Source: an optimization exercise on an open RTL-to-GDS flow (aim: small area). Production flows keep margins and buffers that such runs may drop. Only simulation tests tie the RTL to the original design; equivalence was not proved. Power figures rest on the tool's default switching activity, not on a simulated workload.

==> flow/design.v (excerpt) <==
module myname(M,dotout,selout,clk,rst);
input clk;
input rst;
output wire [3:0] M;
output wire [15:0] dotout;
output reg [3:0] selout;
assign M=4'b0110;
reg [8:0] cnt;
reg [3:0] d;
wire [3:0] sel = selout;
wire [3:0] dn;
wire wrap = ~cnt[0] & ~cnt[1] & ~cnt[2] & ~cnt[4] & ~cnt[5] & ~cnt[6] & ~cnt[7];
always @(posedge clk) begin
  if(rst) begin selout<=4'd0; cnt<=9'd256; d<=4'd10; end
  else begin
    selout<=selout+4'd1;
    cnt<={cnt[7], cnt[6], cnt[5], cnt[4]^wrap, cnt[3], cnt[2], cnt[1], cnt[0]^wrap, cnt[8]^cnt[4]};
    if(wrap) d<=dn;
  end
end
wire n29, n30, n31, n32, n33, n34, n35, n36, n37, n38, n39, n40, n41, n42, n43, n44, n45, n46, n47, n48, n49, n50, n51, n52, n53, n54, n55, n56, n57, n58, n59, n60, n61, n62, n63, n64, n65, n66, n67, n69, n70, n71, n72, n73, n74, n75, n76, n77, n78, n79, n80, n81, n82, n83, n84, n85, n86, n87, n88, n89, n90, n91, n92, n93, n94, n95, n96, n97, n98, n99, n100, n101, n102, n103, n104, n105, n106, n107, n108, n109, n110, n111, n112, n113, n114, n116, n117, n118, n119, n120, n121, n122, n123, n124, n125, n126, n127, n128, n129, n130, n131, n132, n133, n134, n135, n136, n137, n138, n139, n140, n141, n142, n143, n144, n145, n146, n147, n148, n149, n151, n152, n153, n154, n155, n156, n157, n158, n159, n160, n161, n162, n164, n165, n166, n167, n168, n169, n170, n171, n172, n174, n175, n176, n178, n179, n180, n181, n183, n184, n185, n186, n189, n190, n191, n193, n194, n195, n196, n197, n199, n200, n201, n202, n204, n205, n208, n210, n212, n215;
assign n29 = ~sel[0];
assign n30 = ~sel[1];
assign n31 = ~sel[2];
assign n32 = ~sel[3];
assign n33 = ~d[0];
assign n34 = ~d[1];
assign n35 = ~d[2];
assign n36 = ~d[3];
assign n37 = ~n30 & ~sel[2];
assign n38 = ~n37;
assign n39 = ~sel[0] & ~n32;
assign n40 = ~n38 & ~n39;
assign n41 = ~n30 & ~sel[3];
assign n42 = ~sel[0] & ~sel[1];
assign n43 = ~n42;
assign n44 = ~n32 & ~n43;
assign n45 = n44 | (sel[0] & n41);
assign n46 = ~sel[2] & ~n32;
assign n47 = ~n31 & ~sel[3];
assign n48 = ~n47;
assign n49 = ~n48 | (~sel[2] & ~n32);
assign n50 = ~n45 | ~n49;
assign n51 = ~n30 & ~n32;
assign n52 = ~sel[1] & ~n31;
assign n53 = ~n41 & ~n52;
assign n54 = ~n53;
  ...
Size in the first run: roughly 26 I/O pins.
Settings: LEC_CHECK=0, ABC_AREA=1, CAP_MARGIN=20, CORE_MARGIN=2, CORE_UTILIZATION=30, SLEW_MARGIN=20; clock period 5.0 ns.
standard.sh (not shown) runs the stock make flow with config.mk's settings and CLKGATE_MAP_FILE= SYNTH_SCRIPT=/design/flow/synth_recipe.tcl, a recipe that flattens the netlist after the stock synthesis.
==> flow/flow/run.sh <==
#!/bin/bash
# Own layout flow: the standard synthesis, then its combinational logic re-mapped
# with flow/abc.script (registers, their names and cell types unchanged), then
# the standard ORFS flow with single-size port buffers.
set -euo pipefail
HERE=$(pwd)
FLOWDIR=$HERE/flow
RES=$HERE/orfs/results/sky130hd/myname/base
LIB=$FLOW_HOME/platforms/sky130hd/lib/sky130_fd_sc_hd__tt_025C_1v80.lib
EXTRA=()
[[ -f $FLOWDIR/make_args.txt ]] && mapfile -t EXTRA < <(grep -v '^#' $FLOWDIR/make_args.txt | grep .)
bash standard.sh synth > standard_synth.log 2>&1
if [[ -f $FLOWDIR/abc.script ]]; then
  cp $RES/1_2_yosys.v $HERE/std_1_2_yosys.v
  cat > remap.ys <<EOT
read_liberty -overwrite -ignore_miss_func -setattr liberty_cell $LIB
blackbox sky130_fd_sc_hd__dfxtp_1 sky130_fd_sc_hd__dfxtp_2 sky130_fd_sc_hd__dfxtp_4
read_verilog $HERE/std_1_2_yosys.v
hierarchy -top myname
flatten
rename -hide w:*.*
opt_clean -purge
delete A:liberty_cell
read_liberty -lib $LIB
abc -script $FLOWDIR/abc.script -liberty $LIB
opt_clean -purge
hilomap -singleton -hicell sky130_fd_sc_hd__conb_1 HI -locell sky130_fd_sc_hd__conb_1 LO
stat -liberty $LIB
check -assert
write_verilog -noattr -nohex -nodec $RES/1_2_yosys.v
EOT
  yosys -l remap.log remap.ys > /dev/null 2>&1
  rm -f $RES/1_synth.odb $RES/1_synth.sdc
fi
bash standard.sh "${EXTRA[@]}" finish > standard_finish.log 2>&1
==> flow/flow/abc.script <==
strash; dch; map -B 0.9
==> flow/flow/make_args.txt <==
BUFFER_PORTS_ARGS=-buffer_cell sky130_fd_sc_hd__buf_1
The first run passed the timing, design-rule and antenna checks.
Next try:
==> flow/flow/abc.script (replaced) <==
strash; dch; amap
CORE_UTILIZATION = 40   (was 30)
Effect:
- The new run stopped in global routing (5_1_grt), error GRT-0116
- synthesized area goes down by 7.2%
- synthesized cell count went down by 17%
Next try:
==> flow/run.sh (new file) <==
#!/bin/bash
# synth_recipe.tcl (not shown) runs the flow's synth.tcl, then flattens the netlist and writes it again
# the make line also repeats each setting of config.mk as NAME=value (left out here)
make -C /OpenROAD-flow-scripts/flow DESIGN_CONFIG=/design/flow/config.mk WORK_HOME=/design/flow/orfs CLKGATE_MAP_FILE= SYNTH_SCRIPT=/design/flow/synth_recipe.tcl finish
removed: flow/flow/run.sh
removed: flow/flow/abc.script
removed: flow/flow/make_args.txt
removed: flow/standard.sh
=> The new run went through all stages and came out clean; synthesized cell count went up by 26%; synthesized area went up by 32%.
Next try:
==> flow/flow/run.sh (new file) <==
#!/bin/bash
# Own layout flow: the standard synthesis, then its combinational logic re-mapped
# with flow/abc.script (registers, their names and cell types unchanged), then
# the standard ORFS flow with single-size port buffers.
set -euo pipefail
HERE=$(pwd)
FLOWDIR=$HERE/flow
RES=$HERE/orfs/results/sky130hd/myname/base
LIB=$FLOW_HOME/platforms/sky130hd/lib/sky130_fd_sc_hd__tt_025C_1v80.lib
EXTRA=()
[[ -f $FLOWDIR/make_args.txt ]] && mapfile -t EXTRA < <(grep -v '^#' $FLOWDIR/make_args.txt | grep .)
bash standard.sh synth > standard_synth.log 2>&1
if [[ -f $FLOWDIR/abc.script ]]; then
  cp $RES/1_2_yosys.v $HERE/std_1_2_yosys.v
  cat > remap.ys <<EOT
read_liberty -overwrite -ignore_miss_func -setattr liberty_cell $LIB
blackbox sky130_fd_sc_hd__dfxtp_1 sky130_fd_sc_hd__dfxtp_2 sky130_fd_sc_hd__dfxtp_4
read_verilog $HERE/std_1_2_yosys.v
hierarchy -top myname
flatten
rename -hide w:*.*
opt_clean -purge
abc -script $FLOWDIR/abc.script -liberty $LIB
opt_clean -purge
hilomap -singleton -hicell sky130_fd_sc_hd__conb_1 HI -locell sky130_fd_sc_hd__conb_1 LO
stat -liberty $LIB
check -assert
write_verilog -noattr -nohex -nodec $RES/1_2_yosys.v
EOT
  yosys -l remap.log remap.ys > /dev/null 2>&1
  rm -f $RES/1_synth.odb $RES/1_synth.sdc
fi
bash standard.sh "${EXTRA[@]}" finish > standard_finish.log 2>&1
==> flow/flow/make_args.txt (new file) <==
BUFFER_PORTS_ARGS=-buffer_cell sky130_fd_sc_hd__buf_1
==> flow/standard.sh (new file) <==
#!/bin/bash
# synth_recipe.tcl (not shown) runs the flow's synth.tcl, then flattens the netlist and writes it again
# the make line also repeats each setting of config.mk as NAME=value (left out here)
make -C /OpenROAD-flow-scripts/flow DESIGN_CONFIG=/design/flow/config.mk WORK_HOME=/design/flow/orfs CLKGATE_MAP_FILE= SYNTH_SCRIPT=/design/flow/synth_recipe.tcl "${@:-finish}"
removed: flow/run.sh
The new run completed with no timing, DRC or antenna violations. Clock-buffer cell count is unchanged. First-iteration DRC count came out lower by a little under a tenth. Sequential share of layout area came out higher by 1.2 points. Final area came out lower by a little under a tenth. Wire length came out higher slightly. Sequential power is about the same. Final cell count came out lower slightly.

---

myname, a different RTL version from the one above (not shown whole).
Size in the first run: ~290 cells after synthesis, about 26 I/O pins.
clock: 5.0 ns
lec_check: 0
abc_area: 1
cap_margin: 20
core_margin: 2
core_utilization: 30
slew_margin: 20
==> flow/flow/run.sh <==
#!/bin/bash
# Own layout flow: the standard synthesis, then its combinational logic re-mapped
# with flow/abc.script (registers, their names and cell types unchanged), then
# the standard ORFS flow with single-size port buffers.
set -euo pipefail
HERE=$(pwd)
FLOWDIR=$HERE/flow
RES=$HERE/orfs/results/sky130hd/myname/base
LIB=$FLOW_HOME/platforms/sky130hd/lib/sky130_fd_sc_hd__tt_025C_1v80.lib
EXTRA=()
[[ -f $FLOWDIR/make_args.txt ]] && mapfile -t EXTRA < <(grep -v '^#' $FLOWDIR/make_args.txt | grep .)
bash standard.sh synth > standard_synth.log 2>&1
if [[ -f $FLOWDIR/abc.script ]]; then
  cp $RES/1_2_yosys.v $HERE/std_1_2_yosys.v
  cat > remap.ys <<EOT
read_liberty -overwrite -ignore_miss_func -setattr liberty_cell $LIB
blackbox sky130_fd_sc_hd__dfxtp_1 sky130_fd_sc_hd__dfxtp_2 sky130_fd_sc_hd__dfxtp_4
read_verilog $HERE/std_1_2_yosys.v
hierarchy -top myname
flatten
rename -hide w:*.*
opt_clean -purge
delete A:liberty_cell
read_liberty -lib $LIB
abc -script $FLOWDIR/abc.script -liberty $LIB
opt_clean -purge
hilomap -singleton -hicell sky130_fd_sc_hd__conb_1 HI -locell sky130_fd_sc_hd__conb_1 LO
stat -liberty $LIB
check -assert
write_verilog -noattr -nohex -nodec $RES/1_2_yosys.v
EOT
  yosys -l remap.log remap.ys > /dev/null 2>&1
  rm -f $RES/1_synth.odb $RES/1_synth.sdc
fi
bash standard.sh "${EXTRA[@]}" finish > standard_finish.log 2>&1
==> flow/flow/abc.script <==
strash; dch; map -B 0.9
==> flow/flow/make_args.txt <==
BUFFER_PORTS_ARGS=-buffer_cell sky130_fd_sc_hd__buf_1
The first run passed the timing, design-rule and antenna checks.
Then changed:
==> flow/flow/abc.script (replaced) <==
strash; dch; map -a
Result:
- die area falls by a few percent
- design area climbs by roughly a tenth
- cell count is lower slightly
- power increases by a little under a tenth
- worst hold slack degrades by 5.3 ps

-- separate check: timing with driven ports --
The flow's constraints put no driver on any port. The routed layouts listed below were extracted and timed again, unchanged, in two steps.
Step 1 (the two cells are an assumption about what drives the block):
set clk [get_ports {clk}]
set_driving_cell -lib_cell sky130_fd_sc_hd__clkbuf_16 $clk
set_driving_cell -lib_cell sky130_fd_sc_hd__buf_2 [delete_from_list [all_inputs] $clk]
Step 2 also shifts input and output timing later by t, the mid clock arrival at the registers, as if the neighbouring blocks saw the same clock.
Three values: ideal ports, drivers, drivers and shift; two values: the first two.
| run | t, ns | setup slack, ns | hold slack, ns | latest minus earliest clock arrival (ns) | pins driven straight from the clock port |
|---|---|---|---|---|---|
| the first run of note 1 | 0.268 | 0.321 / 0.299 / 0.566 | 0.409 / 0.409 / 0.409 | 0.007 / 0.007 | 1 |
| the third run of note 1 | 0.274 | 0.287 / 0.263 / 0.536 | 0.402 / 0.402 / 0.402 | 0.005 / 0.005 | 1 |
| the fourth run of note 1 | 0.266 | 0.304 / 0.281 / 0.547 | 0.401 / 0.401 / 0.401 | 0.006 / 0.007 | 1 |
| the first run of note 2 | 0.266 | 0.452 / 0.431 / 0.696 | 0.402 / 0.402 / 0.402 | 0.001 / 0.001 | 1 |
| the second run of note 2 | 0.267 | 0.215 / 0.195 / 0.462 | 0.396 / 0.396 / 0.396 | 0.002 / 0.002 | 1 |
After both steps setup and hold are still met in every run listed.
